This design comes from an exercise in tuning for small area and a short achievable clock period on the open sky130 flow, not from production work.
At most, simulation tests tie the RTL to the original design; equivalence was not proved.
Power figures rest on the tool's default switching activity, not on a simulated workload.

==> job 3490 <==
// mxu_pe
module mxu_pe #(
    parameter Y_INDEX = 0   
) (
    input wire clk,
    input wire rst_n,
    input wire load_phase,
    input wire [7:0] load_weight_target_y,
    input wire [7:0] load_weight,
    input wire [7:0] activation,
    input wire [23:0] partial_sum,
    output reg [23:0] result,
    output reg phase_out,
    output reg [7:0] load_weight_target_y_out,
    output reg [7:0] weight_out,
    output reg [7:0] activation_out_bw
);
  reg ld1, ld2;
  reg [7:0] ty1, ty2;
  reg [7:0] lw1, lw2;
  reg [7:0] act1, act2, act3, act4;
  reg two0_1, one1_1, two1_1;   
  reg one2_2, two2_2, one3_2, two3_2;   
  reg [23:0] ps1;
  reg [23:0] mac2;
  reg mac2_t;
  reg [7:0] w_cur, w_old, w_nx1, w_nx2;
  wire hit2 = ld2 && (ty2 == Y_INDEX);
  wire [12:0] lo1;
  wire t1;
  wire [23:0] x2 = {mac2[23:13], ~mac2[12], mac2[11:0]};
  wire [23:0] sum2;
  mxu_pe_mac_lo mac_lo (
      .w(w_cur),
      .one0(act1[0]),
  ...
clock: 6.2 ns
lec_check: 0
cap_margin: 20
core_margin: 2
core_utilization: 60
setup_slack_margin: 4.0
slew_margin: 20
standard.sh (not shown) runs the stock make flow with config.mk's settings and CLKGATE_MAP_FILE= SYNTH_SCRIPT=/design/flow/synth_recipe.tcl, a recipe that flattens the netlist after the stock synthesis.
==> flow/flow/run.sh <==
#!/bin/bash
# Standard ORFS layout with smaller port buffers and a clock tree without dummy loads.
set -euo pipefail
export BUFFER_PORTS_ARGS="-buffer_cell sky130_fd_sc_hd__buf_1"
export CTS_ARGS="-sink_clustering_enable -repair_clock_nets -dont_use_dummy_load -buf_list sky130_fd_sc_hd__clkbuf_8"
bash standard.sh > standard_flow.log 2>&1
==> job 6314: changes against job 3490 <==
==> flow/run.sh (new file) <==
#!/bin/bash
# synth_recipe.tcl (not shown) runs the flow's synth.tcl, then flattens the netlist and writes it again
# the make line also repeats each setting of config.mk as NAME=value (left out here)
make -C /OpenROAD-flow-scripts/flow DESIGN_CONFIG=/design/flow/config.mk WORK_HOME=/design/flow/orfs CLKGATE_MAP_FILE= SYNTH_SCRIPT=/design/flow/synth_recipe.tcl finish
removed: flow/flow/run.sh
removed: flow/standard.sh
==> flow_metrics.py <==
metrics = {
    "clock_tree": {
        "clk_latency_ps": 500,
    },
    "cells_and_area": {
        "clkbuf_count": 34,
        "bufAreaShareNonClock": 0.0664,
        "multi_input_area_share": 0.305,
        "sh_seq_area": 0.532,
        "final_cells": 894,
        "final_cell_mix": "191 x dfrtp_1, 59 x buf_1, 56 x inv_1",
    },
    "status": {
        "status": "complete, no violations",
    },
    "routing": {
        "routed-wl-met3_um": 667,
        "via_per_inst": 5.15,
        "m1WireLength_um": 5910,
    },
    "pwr": {
        "power.share.combinational": 0.296,
    },
    "setup_path": {
        "cp.depth": 12,
        "arrival_ps": 3620,
        "reg2reg_slack_ps": 2970,
    },
    "timing": {
        "period_needed_ps": 3230,
    },
}
-- figures above: job 3490

==> flow_metrics.py <==
metrics = {
    "cells_and_area": {
        "top_area_cell_class": "sequential cells",
        "multi_input_area_share": 0.287,
        "clkbuf_count": 28,
        "bufAreaShareNonClock": 0.112,
        "final_cell_mix": "190 x dfrtp_1, 54 x inv_1, 49 x clkdlybuf4s50_1",
        "final_cells": 915,
    },
    "pwr": {
        "power.share.combinational": 0.299,
    },
    "clock_tree": {
        "clk_latency_ps": 490,
    },
    "routing": {
        "vias": 4799,
        "m1WireLength_um": 6560,
    },
    "timing": {
        "period_needed_ps": 3270,
    },
    "setup_path": {
        "arrival_ps": 3640,
    },
    "status": {
        "status": "complete, no violations",
    },
}
-- figures above: job 6314


---

==> run R: inputs <==
mxu_pe, a different RTL version from the one above (not shown whole).
==> flow/config.mk <==
export PLATFORM = sky130hd
export DESIGN_NAME = mxu_pe
export DESIGN_NICKNAME = mxu_pe
export VERILOG_FILES = /design/flow/design.v
export SDC_FILE = /design/flow/constraint.sdc
export NUM_CORES = 4
export LEC_CHECK = 0
export CAP_MARGIN = 20
export CORE_MARGIN = 2
export CORE_UTILIZATION = 60
export SETUP_SLACK_MARGIN = 3.6
export SLEW_MARGIN = 20
export SYNTH_HIERARCHICAL = 1
==> flow/constraint.sdc <==
create_clock -name core_clock -period 6.2 [get_ports {clk}]
set_input_delay 1.2400 -clock core_clock [delete_from_list [all_inputs] [get_ports {clk}]]
set_output_delay 1.2400 -clock core_clock [all_outputs]
set_load 0.01 [all_outputs]
==> flow/flow/run.sh <==
#!/bin/bash
# Standard ORFS layout with smaller port buffers and a clock tree without dummy loads.
set -euo pipefail
export BUFFER_PORTS_ARGS="-buffer_cell sky130_fd_sc_hd__buf_1"
export CTS_ARGS="-sink_clustering_enable -repair_clock_nets -dont_use_dummy_load -buf_list sky130_fd_sc_hd__clkbuf_8"
bash standard.sh > standard_flow.log 2>&1
==> inputs of run B, as changes to run R <==
--- a/flow/design.v
+++ b/flow/design.v
@@ -92,16 +92,20 @@
   wire hc14 = (x[12] & ~pp2[8]) | (x[12] & pp3[6]) | (~pp2[8] & pp3[6]);
   wire hs15 = ~x[13] ^ t ^ pp3[7];
   wire hc16 = (~x[13] & t) | (~x[13] & pp3[7]) | (t & pp3[7]);
   wire hs17 = x[14] ^ ~pp3[8] ^ x[13];
   wire hc18 = (x[14] & ~pp3[8]) | (x[14] & x[13]) | (~pp3[8] & x[13]);
-  wire [19:0] ra = {~x[23], ~x[22], ~x[21], ~x[20], ~x[19], ~x[18], ~x[17], ~x[16], ~x[15], hs17, hs15, hs13, hs11, hs9, hs7, hs5, hs3, hs1, x[5], x[4]};
-  wire [19:0] rb = {x[22], x[21], x[20], x[19], x[18], x[17], x[16], x[15], hc18, hc16, hc14, hc12, hc10, hc8, hc6, hc4, hc2, pp3[0], pp2[1], pp2[0]};
-  wire [19:0] sum;
-  wire c_unused;
-  mxu_pe_add20 add (.a(ra), .b(rb), .cin(neg2), .sum(sum), .cout(c_unused));
-  assign result = {sum, x[3:0]};
+  wire [10:0] ra = {hs17, hs15, hs13, hs11, hs9, hs7, hs5, hs3, hs1, x[5], x[4]};
+  wire [10:0] rb = {hc16, hc14, hc12, hc10, hc8, hc6, hc4, hc2, pp3[0], pp2[1], pp2[0]};
+  wire [10:0] sum;
+  wire c_add;
+  mxu_pe_add11 add (.a(ra), .b(rb), .cin(neg2), .sum(sum), .cout(c_add));
+  wire c_fa = hc18;
+  wire [8:0] sel0, sel1, hi;
+  mxu_pe_hipre hipre (.xh(x[23:15]), .c(c_fa), .sel0(sel0), .sel1(sel1));
+  mxu_pe_mux9 himux (.sel0(sel0), .sel1(sel1), .s(c_add), .y(hi));
+  assign result = {hi, sum, x[3:0]};
 endmodule
 module mxu_pe_add13 (
     input wire [12:0] a,
     input wire [12:0] b,
     input wire cin,
@@ -259,18 +263,18 @@
   assign sum[10] = ~(x[10] ^ g4_10);
   assign sum[11] = ~(x[11] ^ g4_11);
   assign sum[12] = ~(x[12] ^ g4_12);
   assign cout = ~g4_13;
 endmodule
-module mxu_pe_add20 (
-    input wire [19:0] a,
-    input wire [19:0] b,
+module mxu_pe_add11 (
+    input wire [10:0] a,
+    input wire [10:0] b,
     input wire cin,
-    output wire [19:0] sum,
+    output wire [10:0] sum,
     output wire cout
 );
-  wire [19:0] x;
+  wire [10:0] x;
   wire gn0_1, pn0_1;
   mxu_pe_pg0 u_pg0 (.a(a[0]), .b(b[0]), .gn(gn0_1), .pn(pn0_1));
   mxu_pe_hx u_x0 (.a(a[0]), .b(b[0]), .x(x[0]));
   wire gn0_2, pn0_2;
   mxu_pe_pg0 u_pg1 (.a(a[1]), .b(b[1]), .gn(gn0_2), .pn(pn0_2));
@@ -300,37 +304,10 @@
   mxu_pe_pg0 u_pg9 (.a(a[9]), .b(b[9]), .gn(gn0_10), .pn(pn0_10));
   mxu_pe_hx u_x9 (.a(a[9]), .b(b[9]), .x(x[9]));
   wire gn0_11, pn0_11;
   mxu_pe_pg0 u_pg10 (.a(a[10]), .b(b[10]), .gn(gn0_11), .pn(pn0_11));
   mxu_pe_hx u_x10 (.a(a[10]), .b(b[10]), .x(x[10]));
-  wire gn0_12, pn0_12;
-  mxu_pe_pg0 u_pg11 (.a(a[11]), .b(b[11]), .gn(gn0_12), .pn(pn0_12));
-  mxu_pe_hx u_x11 (.a(a[11]), .b(b[11]), .x(x[11]));
-  wire gn0_13, pn0_13;
-  mxu_pe_pg0 u_pg12 (.a(a[12]), .b(b[12]), .gn(gn0_13), .pn(pn0_13));
-  mxu_pe_hx u_x12 (.a(a[12]), .b(b[12]), .x(x[12]));
-  wire gn0_14, pn0_14;
-  mxu_pe_pg0 u_pg13 (.a(a[13]), .b(b[13]), .gn(gn0_14), .pn(pn0_14));
-  mxu_pe_hx u_x13 (.a(a[13]), .b(b[13]), .x(x[13]));
-  wire gn0_15, pn0_15;
-  mxu_pe_pg0 u_pg14 (.a(a[14]), .b(b[14]), .gn(gn0_15), .pn(pn0_15));
-  mxu_pe_hx u_x14 (.a(a[14]), .b(b[14]), .x(x[14]));
-  wire gn0_16, pn0_16;
-  mxu_pe_pg0 u_pg15 (.a(a[15]), .b(b[15]), .gn(gn0_16), .pn(pn0_16));
-  mxu_pe_hx u_x15 (.a(a[15]), .b(b[15]), .x(x[15]));
-  wire gn0_17, pn0_17;
-  mxu_pe_pg0 u_pg16 (.a(a[16]), .b(b[16]), .gn(gn0_17), .pn(pn0_17));
-  mxu_pe_hx u_x16 (.a(a[16]), .b(b[16]), .x(x[16]));
-  wire gn0_18, pn0_18;
-  mxu_pe_pg0 u_pg17 (.a(a[17]), .b(b[17]), .gn(gn0_18), .pn(pn0_18));
-  mxu_pe_hx u_x17 (.a(a[17]), .b(b[17]), .x(x[17]));
-  wire gn0_19, pn0_19;
-  mxu_pe_pg0 u_pg18 (.a(a[18]), .b(b[18]), .gn(gn0_19), .pn(pn0_19));
-  mxu_pe_hx u_x18 (.a(a[18]), .b(b[18]), .x(x[18]));
-  wire gn0_20, pn0_20;
-  mxu_pe_pg0 u_pg19 (.a(a[19]), .b(b[19]), .gn(gn0_20), .pn(pn0_20));
-  mxu_pe_hx u_x19 (.a(a[19]), .b(b[19]), .x(x[19]));
   wire cinn = ~cin;
   wire g1_0 = ~cinn;
   wire g1_1;
   mxu_pe_gi u_n1_1 (.gnh(gn0_1), .pnh(pn0_1), .gnl(cinn), .g(g1_1));
   wire g1_2 = ~gn0_2;
@@ -351,28 +328,10 @@
   mxu_pe_gpi u_n1_9 (.gnh(gn0_9), .pnh(pn0_9), .gnl(gn0_8), .pnl(pn0_8), .g(g1_9), .p(p1_9));
   wire g1_10 = ~gn0_10;
   wire p1_10 = ~pn0_10;
   wire g1_11, p1_11;
   mxu_pe_gpi u_n1_11 (.gnh(gn0_11), .pnh(pn0_11), .gnl(gn0_10), .pnl(pn0_10), .g(g1_11), .p(p1_11));
-  wire g1_12 = ~gn0_12;
-  wire p1_12 = ~pn0_12;
-  wire g1_13, p1_13;
-  mxu_pe_gpi u_n1_13 (.gnh(gn0_13), .pnh(pn0_13), .gnl(gn0_12), .pnl(pn0_12), .g(g1_13), .p(p1_13));
-  wire g1_14 = ~gn0_14;
-  wire p1_14 = ~pn0_14;
-  wire g1_15, p1_15;
-  mxu_pe_gpi u_n1_15 (.gnh(gn0_15), .pnh(pn0_15), .gnl(gn0_14), .pnl(pn0_14), .g(g1_15), .p(p1_15));
-  wire g1_16 = ~gn0_16;
-  wire p1_16 = ~pn0_16;
-  wire g1_17, p1_17;
-  mxu_pe_gpi u_n1_17 (.gnh(gn0_17), .pnh(pn0_17), .gnl(gn0_16), .pnl(pn0_16), .g(g1_17), .p(p1_17));
-  wire g1_18 = ~gn0_18;
-  wire p1_18 = ~pn0_18;
-  wire g1_19, p1_19;
-  mxu_pe_gpi u_n1_19 (.gnh(gn0_19), .pnh(pn0_19), .gnl(gn0_18), .pnl(pn0_18), .g(g1_19), .p(p1_19));
-  wire g1_20 = ~gn0_20;
-  wire p1_20 = ~pn0_20;
   wire g2_0 = ~g1_0;
   wire g2_1 = ~g1_1;
   wire g2_2;
   mxu_pe_gt u_n2_2 (.gh(g1_2), .ph(p1_2), .gl(g1_1), .gn(g2_2));
   wire g2_3;
@@ -391,28 +350,10 @@
   wire p2_9 = ~p1_9;
   wire g2_10, p2_10;
   mxu_pe_gpt u_n2_10 (.gh(g1_10), .ph(p1_10), .gl(g1_9), .pl(p1_9), .gn(g2_10), .pn(p2_10));
   wire g2_11, p2_11;
   mxu_pe_gpt u_n2_11 (.gh(g1_11), .ph(p1_11), .gl(g1_9), .pl(p1_9), .gn(g2_11), .pn(p2_11));
-  wire g2_12 = ~g1_12;
-  wire p2_12 = ~p1_12;
-  wire g2_13 = ~g1_13;
-  wire p2_13 = ~p1_13;
-  wire g2_14, p2_14;
-  mxu_pe_gpt u_n2_14 (.gh(g1_14), .ph(p1_14), .gl(g1_13), .pl(p1_13), .gn(g2_14), .pn(p2_14));
-  wire g2_15, p2_15;
-  mxu_pe_gpt u_n2_15 (.gh(g1_15), .ph(p1_15), .gl(g1_13), .pl(p1_13), .gn(g2_15), .pn(p2_15));
-  wire g2_16 = ~g1_16;
-  wire p2_16 = ~p1_16;
-  wire g2_17 = ~g1_17;
-  wire p2_17 = ~p1_17;
-  wire g2_18, p2_18;
-  mxu_pe_gpt u_n2_18 (.gh(g1_18), .ph(p1_18), .gl(g1_17), .pl(p1_17), .gn(g2_18), .pn(p2_18));
-  wire g2_19, p2_19;
-  mxu_pe_gpt u_n2_19 (.gh(g1_19), .ph(p1_19), .gl(g1_17), .pl(p1_17), .gn(g2_19), .pn(p2_19));
-  wire g2_20 = ~g1_20;
-  wire p2_20 = ~p1_20;
   wire g3_0 = ~g2_0;
   wire g3_1 = ~g2_1;
   wire g3_2 = ~g2_2;
   wire g3_3 = ~g2_3;
   wire g3_4;
@@ -429,28 +370,10 @@
   wire p3_9 = ~p2_9;
   wire g3_10 = ~g2_10;
   wire p3_10 = ~p2_10;
   wire g3_11 = ~g2_11;
   wire p3_11 = ~p2_11;
-  wire g3_12, p3_12;
-  mxu_pe_gpi u_n3_12 (.gnh(g2_12), .pnh(p2_12), .gnl(g2_11), .pnl(p2_11), .g(g3_12), .p(p3_12));
-  wire g3_13, p3_13;
-  mxu_pe_gpi u_n3_13 (.gnh(g2_13), .pnh(p2_13), .gnl(g2_11), .pnl(p2_11), .g(g3_13), .p(p3_13));
-  wire g3_14, p3_14;
-  mxu_pe_gpi u_n3_14 (.gnh(g2_14), .pnh(p2_14), .gnl(g2_11), .pnl(p2_11), .g(g3_14), .p(p3_14));
-  wire g3_15, p3_15;
-  mxu_pe_gpi u_n3_15 (.gnh(g2_15), .pnh(p2_15), .gnl(g2_11), .pnl(p2_11), .g(g3_15), .p(p3_15));
-  wire g3_16 = ~g2_16;
-  wire p3_16 = ~p2_16;
-  wire g3_17 = ~g2_17;
-  wire p3_17 = ~p2_17;
-  wire g3_18 = ~g2_18;
-  wire p3_18 = ~p2_18;
-  wire g3_19 = ~g2_19;
-  wire p3_19 = ~p2_19;
-  wire g3_20, p3_20;
-  mxu_pe_gpi u_n3_20 (.gnh(g2_20), .pnh(p2_20), .gnl(g2_19), .pnl(p2_19), .g(g3_20), .p(p3_20));
   wire g4_0 = ~g3_0;
   wire g4_1 = ~g3_1;
   wire g4_2 = ~g3_2;
   wire g4_3 = ~g3_3;
   wire g4_4 = ~g3_4;
@@ -463,75 +386,22 @@
   mxu_pe_gt u_n4_9 (.gh(g3_9), .ph(p3_9), .gl(g3_7), .gn(g4_9));
   wire g4_10;
   mxu_pe_gt u_n4_10 (.gh(g3_10), .ph(p3_10), .gl(g3_7), .gn(g4_10));
   wire g4_11;
   mxu_pe_gt u_n4_11 (.gh(g3_11), .ph(p3_11), .gl(g3_7), .gn(g4_11));
-  wire g4_12;
-  mxu_pe_gt u_n4_12 (.gh(g3_12), .ph(p3_12), .gl(g3_7), .gn(g4_12));
-  wire g4_13;
-  mxu_pe_gt u_n4_13 (.gh(g3_13), .ph(p3_13), .gl(g3_7), .gn(g4_13));
-  wire g4_14;
-  mxu_pe_gt u_n4_14 (.gh(g3_14), .ph(p3_14), .gl(g3_7), .gn(g4_14));
-  wire g4_15;
-  mxu_pe_gt u_n4_15 (.gh(g3_15), .ph(p3_15), .gl(g3_7), .gn(g4_15));
-  wire g4_16 = ~g3_16;
-  wire p4_16 = ~p3_16;
-  wire g4_17 = ~g3_17;
-  wire p4_17 = ~p3_17;
-  wire g4_18 = ~g3_18;
-  wire p4_18 = ~p3_18;
-  wire g4_19 = ~g3_19;
-  wire p4_19 = ~p3_19;
-  wire g4_20 = ~g3_20;
-  wire p4_20 = ~p3_20;
-  wire g5_0 = ~g4_0;
-  wire g5_1 = ~g4_1;
-  wire g5_2 = ~g4_2;
-  wire g5_3 = ~g4_3;
-  wire g5_4 = ~g4_4;
-  wire g5_5 = ~g4_5;
-  wire g5_6 = ~g4_6;
-  wire g5_7 = ~g4_7;
-  wire g5_8 = ~g4_8;
-  wire g5_9 = ~g4_9;
-  wire g5_10 = ~g4_10;
-  wire g5_11 = ~g4_11;
-  wire g5_12 = ~g4_12;
-  wire g5_13 = ~g4_13;
-  wire g5_14 = ~g4_14;
-  wire g5_15 = ~g4_15;
-  wire g5_16;
-  mxu_pe_gi u_n5_16 (.gnh(g4_16), .pnh(p4_16), .gnl(g4_15), .g(g5_16));
-  wire g5_17;
-  mxu_pe_gi u_n5_17 (.gnh(g4_17), .pnh(p4_17), .gnl(g4_15), .g(g5_17));
-  wire g5_18;
-  mxu_pe_gi u_n5_18 (.gnh(g4_18), .pnh(p4_18), .gnl(g4_15), .g(g5_18));
-  wire g5_19;
-  mxu_pe_gi u_n5_19 (.gnh(g4_19), .pnh(p4_19), .gnl(g4_15), .g(g5_19));
-  wire g5_20;
-  mxu_pe_gi u_n5_20 (.gnh(g4_20), .pnh(p4_20), .gnl(g4_15), .g(g5_20));
-  assign sum[0] = x[0] ^ g5_0;
-  assign sum[1] = x[1] ^ g5_1;
-  assign sum[2] = x[2] ^ g5_2;
-  assign sum[3] = x[3] ^ g5_3;
-  assign sum[4] = x[4] ^ g5_4;
-  assign sum[5] = x[5] ^ g5_5;
-  assign sum[6] = x[6] ^ g5_6;
-  assign sum[7] = x[7] ^ g5_7;
-  assign sum[8] = x[8] ^ g5_8;
-  assign sum[9] = x[9] ^ g5_9;
-  assign sum[10] = x[10] ^ g5_10;
-  assign sum[11] = x[11] ^ g5_11;
-  assign sum[12] = x[12] ^ g5_12;
-  assign sum[13] = x[13] ^ g5_13;
-  assign sum[14] = x[14] ^ g5_14;
-  assign sum[15] = x[15] ^ g5_15;
-  assign sum[16] = x[16] ^ g5_16;
-  assign sum[17] = x[17] ^ g5_17;
-  assign sum[18] = x[18] ^ g5_18;
-  assign sum[19] = x[19] ^ g5_19;
-  assign cout = g5_20;
+  assign sum[0] = ~(x[0] ^ g4_0);
+  assign sum[1] = ~(x[1] ^ g4_1);
+  assign sum[2] = ~(x[2] ^ g4_2);
+  assign sum[3] = ~(x[3] ^ g4_3);
+  assign sum[4] = ~(x[4] ^ g4_4);
+  assign sum[5] = ~(x[5] ^ g4_5);
+  assign sum[6] = ~(x[6] ^ g4_6);
+  assign sum[7] = ~(x[7] ^ g4_7);
+  assign sum[8] = ~(x[8] ^ g4_8);
+  assign sum[9] = ~(x[9] ^ g4_9);
+  assign sum[10] = ~(x[10] ^ g4_10);
+  assign cout = ~g4_11;
 endmodule
 module mxu_pe_hipre (input wire [8:0] xh, input wire c, output wire [8:0] sel0,
                      output wire [8:0] sel1);
   wire [8:0] xh_m1 = xh - 9'd1;
   wire [8:0] xh_p1 = xh + 9'd1;
@@ -544,13 +414,10 @@
 endmodule
 module mxu_pe_pg0 (input wire a, input wire b, output wire gn, output wire pn);
   assign gn = ~(a & b);
   assign pn = ~(a | b);
 endmodule
-module mxu_pe_maj (input wire a, input wire b, input wire c, output wire y);
-  assign y = (a & b) | (a & c) | (b & c);
-endmodule
 module mxu_pe_hx (input wire a, input wire b, output wire x);
   assign x = a ^ b;
 endmodule
 module mxu_pe_gpt (input wire gh, input wire ph, input wire gl, input wire pl,
                    output wire gn, output wire pn);
- SETUP_SLACK_MARGIN: 3.6 -> 3.0
==> notes <==
Run R completed with no timing, DRC or antenna violations. Run B ran to the end with no violations.
Critical path depth: run B is higher than run R (1).
Of run B and run R, run R has the higher cell count (gap about 5.4%, measured against run R).
Of run R and run B, run R has the higher final area (gap 5.4%, measured against run B).
Against run R, the maximum frequency of run B is lower by 14%.
Against run B, the worst setup slack of run R is better by 0.43 ns.
Between run B and run R, the lower sequential share of layout area is in run R (gap 2.7 points).
Of run B and run R, run R has the higher synthesized cell count (gap about 3.8%, measured against run R).
No run of this note included a check of the RTL's function; only the layout flow was run.

re-timing with driven ports:
In the flow no input, the clock included, has a driving cell. The finished layouts below were timed again as built, in two steps. Step 1 assumes that a clkbuf_16 drives the clock port and a buf_2 every other input. Step 2 also shifts input and output timing later by t, the mid clock arrival at the registers, as if the neighbouring blocks saw the same clock. a / b / c = no drivers / after step 1 / after step 2; a / b = the first two.
run | t (ns) | slack for setup (ns) | worst setup path after step 2 | clock arrival spread, ns | worst data-port slew with drivers (ns)
job 3490 | 0.518 | 2.966 / 2.966 / 2.966 | register to register | 0.034 / 0.034 | 0.04
job 6314 | 0.520 | 2.930 / 2.930 / 2.930 | register to register | 0.019 / 0.019 | 0.04
run R | 0.553 | 3.615 / 3.615 / 3.615 | register to register | 0.039 / 0.039 | 0.04
run B | 0.553 | 3.184 / 3.184 / 3.184 | register to register | 0.019 / 0.019 | 0.03
After both steps setup and hold are still met in every run listed.
